Context: an optimization exercise on an open-source flow, tuned for small area and a short achievable clock period. The choices shown serve that exercise and are no tape-out recipe. At most, simulation tests tie the RTL to the original design; equivalence was not proved. No driver is modelled on the clock port, so clock power and skew are understated where the tree is cut down; a real chip needs a root buffer or a tree. Power figures rest on the tool's default switching activity, not on a simulated workload.

Setup of lane 1:
==> module radix_2_butterfly, before the edit <==
module radix_2_butterfly #(
    parameter DATA_WIDTH = 16
) (
    input  logic       clkIn,
    input  logic       rstIn,
    input  logic       enIn,
    input  logic       validIn,
    input  ComplexType dataIn,
    output logic       validOut,
    output ComplexType dataOut
);
    localparam int LW = DATA_WIDTH / 2;          
    localparam int HW = DATA_WIDTH + 1 - LW;     
    logic       stateR;      
    logic       bInvR;       
    logic [2:0] validR;
    always_ff @(posedge clkIn) begin
        if (rstIn) begin
            stateR <= 1'b0;
            validR <= 3'b000;
        end else if (enIn) begin
            if (validIn) stateR <= ~stateR;
            validR <= {validR[1:0], validIn};
        end
    end
    logic signed [DATA_WIDTH-1:0] inRe, inIm;
    assign inRe = dataIn[63 -: DATA_WIDTH];
    assign inIm = dataIn[31 -: DATA_WIDTH];
    function automatic logic [HW:0] prefixAdd(input logic [HW-1:0] a,
                                              input logic [HW-1:0] b,
                                              input logic cin);
        logic [HW-1:0] p, g, gg, pp, gn, pn;
        p  = a ^ b;
        g  = a & b;
        gg = g;
        pp = p;
        gg[0] = g[0] | (p[0] & cin);
        for (int d = 1; d < HW; d = d * 2) begin
            gn = gg;
            pn = pp;
            for (int i = d; i < HW; i++) begin
                gn[i] = gg[i] | (pp[i] & gg[i - d]);
                pn[i] = pp[i] & pp[i - d];
            end
            gg = gn;
            pp = pn;
        end
        prefixAdd = {gg[HW-1], p ^ {gg[HW-2:0], cin}};
    endfunction
    function automatic logic lowCarry(input logic [LW-1:0] a,
                                      input logic [LW-1:0] b,
                                      input logic cin);
        logic [HW:0] s;
        s = prefixAdd(HW'(a), HW'(b), cin);
        lowCarry = s[LW];
    endfunction
    logic signed [DATA_WIDTH-1:0] x0ReR, x0ImR, aReR, aImR, bReR, bImR;
    logic                         cReR, cImR;
    logic signed [DATA_WIDTH:0]   outReR, outImR;
    logic [HW:0] lowRe, lowIm, highRe, highIm;
    assign lowRe  = prefixAdd(HW'(aReR[LW-1:0]), HW'(bReR[LW-1:0]), bInvR);
    assign lowIm  = prefixAdd(HW'(aImR[LW-1:0]), HW'(bImR[LW-1:0]), bInvR);
    assign highRe = prefixAdd({aReR[DATA_WIDTH-1], aReR[DATA_WIDTH-1:LW]},
                              {bReR[DATA_WIDTH-1], bReR[DATA_WIDTH-1:LW]}, cReR);
    assign highIm = prefixAdd({aImR[DATA_WIDTH-1], aImR[DATA_WIDTH-1:LW]},
                              {bImR[DATA_WIDTH-1], bImR[DATA_WIDTH-1:LW]}, cImR);
    always_ff @(posedge clkIn) begin
        if (enIn) begin
            if (stateR) begin
                aReR  <= x0ReR;
                aImR  <= x0ImR;
                bReR  <= inRe;
                bImR  <= inIm;
                bInvR <= 1'b0;
                cReR  <= lowCarry(x0ReR[LW-1:0], inRe[LW-1:0], 1'b0);
                cImR  <= lowCarry(x0ImR[LW-1:0], inIm[LW-1:0], 1'b0);
            end else begin
                x0ReR <= inRe;
                x0ImR <= inIm;
                bReR  <= ~bReR;
                bImR  <= ~bImR;
                bInvR <= ~bInvR;
                cReR  <= lowCarry(aReR[LW-1:0], ~bReR[LW-1:0], ~bInvR);
                cImR  <= lowCarry(aImR[LW-1:0], ~bImR[LW-1:0], ~bInvR);
            end
            outReR <= {highRe[HW-1:0], lowRe[LW-1:0]};
            outImR <= {highIm[HW-1:0], lowIm[LW-1:0]};
        end
    end
    assign dataOut.re = {outReR, {(32-DATA_WIDTH-1){1'b0}}};
    assign dataOut.im = {outImR, {(32-DATA_WIDTH-1){1'b0}}};
    assign validOut   = validR[2];
endmodule
Settings: LEC_CHECK=0, CAP_MARGIN=20, CORE_MARGIN=2, CORE_UTILIZATION=40, SLEW_MARGIN=20; clock period 3.0 ns.
standard.sh (not shown) runs the stock make flow with config.mk's settings and CLKGATE_MAP_FILE= SYNTH_SCRIPT=/design/flow/synth_recipe.tcl, a recipe that flattens the netlist after the stock synthesis.
==> flow/flow/run.sh <==
#!/bin/bash
# Layout flow: the standard ORFS flow (standard.sh) with these changes:
#  - synthesis: no full/half adder cell extraction before ABC (ADDER_MAP_FILE
#    empty) and ABC's delay-driven mapping script (ABC_AREA=1);
#  - resizing may change a cell's footprint (MATCH_CELL_FOOTPRINT=0);
#  - ports buffered with buf_2;
#  - repair_timing aims for SETUP_SLACK_MARGIN of slack;
#  - the clock tree is built by flow/cts_manual.tcl (the clock port drives
#    4 clkbuf_16, each driving the flip-flops of one quarter of the core)
#    instead of TritonCTS.
# Each step's output goes to a log file of its own in this folder.
set -euo pipefail
K=(ADDER_MAP_FILE= ABC_AREA=1 MATCH_CELL_FOOTPRINT=0 SETUP_SLACK_MARGIN=1.4
   "BUFFER_PORTS_ARGS=-buffer_cell sky130_fd_sc_hd__buf_2")
bash standard.sh "${K[@]}" place > 1_synth_place.log 2>&1
bash standard.sh "${K[@]}" run RUN_SCRIPT="$PWD/flow/cts_manual.tcl" > 2_cts_manual.log 2>&1
bash standard.sh "${K[@]}" finish > 3_route_finish.log 2>&1
Other scripts of this flow, unchanged in this note and not shown: flow/flow/cts_manual.tcl
--- input diff lane 1..lane 2 ---
--- a/flow/design.v
+++ b/flow/design.v
@@ -62,10 +62,12 @@
         pp = p;
         gg[0] = g[0] | (p[0] & cin);
-        for (int d = 1; d < HW; d = d * 2) begin
+        for (int l = 0; (1 << l) < HW; l++) begin
             gn = gg;
             pn = pp;
-            for (int i = d; i < HW; i++) begin
-                gn[i] = gg[i] | (pp[i] & gg[i - d]);
-                pn[i] = pp[i] & pp[i - d];
+            for (int i = 0; i < HW; i++) begin
+                if ((i >> l) & 1) begin
+                    gn[i] = gg[i] | (pp[i] & gg[((i >> l) << l) - 1]);
+                    pn[i] = pp[i] & pp[((i >> l) << l) - 1];
+                end
             end
             gg = gn;
[summary]
Taking lane 1 as the reference, in lane 2 internal cell power now sits lower; via count saw a decrease; number of detailed-routing iterations run before antenna repair essentially unchanged; total power has decreased; register-to-register slack climbed 80 ps. Lane 2 has completed all stages; timing, DRC and antenna checks passed.
No functional check of the RTL was part of lane 1. In every run of this note, the design's own scripts or RTL, not TritonCTS, make the clock network.

---

JK:
The RTL this note starts from:
==> flow/design.v <==
parameter REAL_DATA_WIDTH = 32;
typedef logic[REAL_DATA_WIDTH-1:0] RealDataType;
function automatic RealDataType unpackReal(input RealDataType arg, input int NUM_BITS);
    if (NUM_BITS > REAL_DATA_WIDTH) begin
        $error("Attempted to grab %d bits from %d bit RealDataType", NUM_BITS, REAL_DATA_WIDTH);
    end
    unpackReal = arg >> (REAL_DATA_WIDTH - NUM_BITS);
endfunction
function automatic RealDataType packReal(input RealDataType arg, input int NUM_BITS);
    if (NUM_BITS > REAL_DATA_WIDTH) begin
        $error("Attempted to pack %d bits in %d bit RealDataType", NUM_BITS, REAL_DATA_WIDTH);
    end
    packReal = arg << (REAL_DATA_WIDTH - NUM_BITS);
endfunction
typedef struct packed {
    RealDataType re;
    RealDataType im;
} ComplexType;
typedef logic[2*REAL_DATA_WIDTH-1:0] ComplexLogicType;
function automatic ComplexLogicType complexToLogic(input ComplexType arg);
    complexToLogic = {arg.im, arg.re};
endfunction
function automatic ComplexType logicToComplex(input ComplexLogicType arg);
    logicToComplex = {arg[2*REAL_DATA_WIDTH-1:REAL_DATA_WIDTH], arg[REAL_DATA_WIDTH-1:0]};
endfunction
`timescale 1ns/1ns
module radix_2_butterfly #(
    parameter DATA_WIDTH = 16
) (
    input  logic       clkIn,
    input  logic       rstIn,
    input  logic       enIn,
    input  logic       validIn,
    input  ComplexType dataIn,
    output logic       validOut,
    output ComplexType dataOut
);
    logic       stateR;      
    logic [2:0] validR;
    always_ff @(posedge clkIn) begin
        if (rstIn) begin
            stateR <= 1'b0;
            validR <= 3'b000;
        end else if (enIn) begin
            if (validIn) stateR <= ~stateR;
            validR <= {validR[1:0], validIn};
        end
    end
    logic sumSel;
    assign sumSel = validR[0] & ~stateR;
    logic signed [DATA_WIDTH-1:0] inRe, inIm;
    assign inRe = dataIn[63 -: DATA_WIDTH];
    assign inIm = dataIn[31 -: DATA_WIDTH];
    logic signed [DATA_WIDTH-1:0] x0ReR, x0ImR, x1ReR, x1ImR;
    logic signed [DATA_WIDTH:0]   outReR, outImR;
    localparam int AW = DATA_WIDTH + 1;
    function automatic logic [AW-1:0] prefixAdd(input logic [AW-1:0] a,
                                                  input logic [AW-1:0] b,
                                                  input logic cin);
        logic [AW-1:0] p, g, gg, pp, gn, pn;
        p  = a ^ b;
        g  = a & b;
        gg = g;
        pp = p;
        gg[0] = g[0] | (p[0] & cin);
        for (int l = 0; (1 << l) < AW; l++) begin
            gn = gg;
            pn = pp;
            for (int i = 0; i < AW; i++) begin
                if ((i >> l) & 1) begin
                    gn[i] = gg[i] | (pp[i] & gg[((i >> l) << l) - 1]);
                    pn[i] = pp[i] & pp[((i >> l) << l) - 1];
                end
            end
            gg = gn;
            pp = pn;
        end
        prefixAdd = p ^ {gg[AW-2:0], cin};
    endfunction
    logic [DATA_WIDTH:0] opARe, opAIm, opBRe, opBIm;
    assign opARe = sumSel ? {x0ReR[DATA_WIDTH-1], x0ReR} : outReR;
    assign opAIm = sumSel ? {x0ImR[DATA_WIDTH-1], x0ImR} : outImR;
    assign opBRe = sumSel ? {x1ReR[DATA_WIDTH-1], x1ReR} : {~x1ReR, 1'b1};
    assign opBIm = sumSel ? {x1ImR[DATA_WIDTH-1], x1ImR} : {~x1ImR, 1'b1};
    always_ff @(posedge clkIn) begin
        if (enIn) begin
            if (stateR) begin
                x1ReR <= inRe;
                x1ImR <= inIm;
            end else begin
                x0ReR <= inRe;
                x0ImR <= inIm;
            end
            outReR <= prefixAdd(opARe, opBRe, ~sumSel);
            outImR <= prefixAdd(opAIm, opBIm, ~sumSel);
        end
    end
    assign dataOut.re = {outReR, {(32-DATA_WIDTH-1){1'b0}}};
    assign dataOut.im = {outImR, {(32-DATA_WIDTH-1){1'b0}}};
    assign validOut   = validR[2];
endmodule
export LEC_CHECK = 0
export CAP_MARGIN = 20
export CORE_MARGIN = 2
export CORE_UTILIZATION = 40
export SLEW_MARGIN = 20
create_clock -name core_clock -period 3.0 [get_ports {clkIn}]
run.sh (not shown) runs the stock make flow with config.mk's settings and CLKGATE_MAP_FILE= SYNTH_SCRIPT=/design/flow/synth_recipe.tcl, a recipe that flattens the netlist after the stock synthesis.
Stock flow here: none of the scripts above is used.
The inputs of MS differ from those of JK as listed below.
--- a/flow/design.v
+++ b/flow/design.v
@@ -51,34 +51,10 @@
     logic signed [DATA_WIDTH-1:0] inRe, inIm;
     assign inRe = dataIn[63 -: DATA_WIDTH];
     assign inIm = dataIn[31 -: DATA_WIDTH];
     logic signed [DATA_WIDTH-1:0] x0ReR, x0ImR, x1ReR, x1ImR;
     logic signed [DATA_WIDTH:0]   outReR, outImR;
-    localparam int AW = DATA_WIDTH + 1;
-    function automatic logic [AW-1:0] prefixAdd(input logic [AW-1:0] a,
-                                                  input logic [AW-1:0] b,
-                                                  input logic cin);
-        logic [AW-1:0] p, g, gg, pp, gn, pn;
-        p  = a ^ b;
-        g  = a & b;
-        gg = g;
-        pp = p;
-        gg[0] = g[0] | (p[0] & cin);
-        for (int l = 0; (1 << l) < AW; l++) begin
-            gn = gg;
-            pn = pp;
-            for (int i = 0; i < AW; i++) begin
-                if ((i >> l) & 1) begin
-                    gn[i] = gg[i] | (pp[i] & gg[((i >> l) << l) - 1]);
-                    pn[i] = pp[i] & pp[((i >> l) << l) - 1];
-                end
-            end
-            gg = gn;
-            pp = pn;
-        end
-        prefixAdd = p ^ {gg[AW-2:0], cin};
-    endfunction
     logic [DATA_WIDTH:0] opARe, opAIm, opBRe, opBIm;
     assign opARe = sumSel ? {x0ReR[DATA_WIDTH-1], x0ReR} : outReR;
     assign opAIm = sumSel ? {x0ImR[DATA_WIDTH-1], x0ImR} : outImR;
     assign opBRe = sumSel ? {x1ReR[DATA_WIDTH-1], x1ReR} : {~x1ReR, 1'b1};
     assign opBIm = sumSel ? {x1ImR[DATA_WIDTH-1], x1ImR} : {~x1ImR, 1'b1};
@@ -89,12 +65,12 @@
                 x1ImR <= inIm;
             end else begin
                 x0ReR <= inRe;
                 x0ImR <= inIm;
             end
-            outReR <= prefixAdd(opARe, opBRe, ~sumSel);
-            outImR <= prefixAdd(opAIm, opBIm, ~sumSel);
+            outReR <= opARe + opBRe + {{DATA_WIDTH{1'b0}}, ~sumSel};
+            outImR <= opAIm + opBIm + {{DATA_WIDTH{1'b0}}, ~sumSel};
         end
     end
     assign dataOut.re = {outReR, {(32-DATA_WIDTH-1){1'b0}}};
     assign dataOut.im = {outImR, {(32-DATA_WIDTH-1){1'b0}}};
     assign validOut   = validR[2];
## What came out
For the worst setup margin, MS came in 110 ps higher than JK did. Data arrival time of the critical path in MS is 230 ps lower than in JK. Number of H-tree levels came out exactly the same in MS and JK. Taking JK as 1.0, MS lands at 1.5 on largest net degree at the start of global routing. Lower ratio of cells with drive above 1 in the final layout among MS and JK: MS.
No run of this note included a check of the RTL's function; only the layout flow was run.

==> afterwards: timing with drivers on the ports <==
No port has a modelled driver above. Below, the same layouts with a new extraction and two added sets of constraints.
Step 1 assumes that a clkbuf_16 drives the clock port and a buf_2 every other input.
Step 2 times the ports against the registers' clock, not the clock port: input delays grow and output delays shrink by t, the midpoint of the rising clock arrivals with the driver on.
a / b / c = ideal / step 1 / step 2; a / b = the first two.
run | shift t [ns] | slack for setup (ns) | hold slack, ns | worst setup path at the end | worst data-port slew with drivers (ns)
lane 1 | 0.270 | 1.428 / 1.428 / 1.225 | 0.431 / 0.431 / 0.431 | input to register | 0.09
lane 2 | 0.266 | 1.511 / 1.511 / 1.306 | 0.433 / 0.434 / 0.434 | input to register | 0.05
JK | 0.392 | 0.062 / 0.062 / 0.062 | 0.504 / 0.504 / 0.504 | register to register | 0.05
MS | 0.389 | 0.168 / 0.168 / 0.168 | 0.510 / 0.510 / 0.510 | register to register | 0.06
After both steps every run listed still meets setup and hold. For lane 2, which loses most, drivers alone change the setup slack by 0.000 ns; drivers and shift together by -0.205 ns.
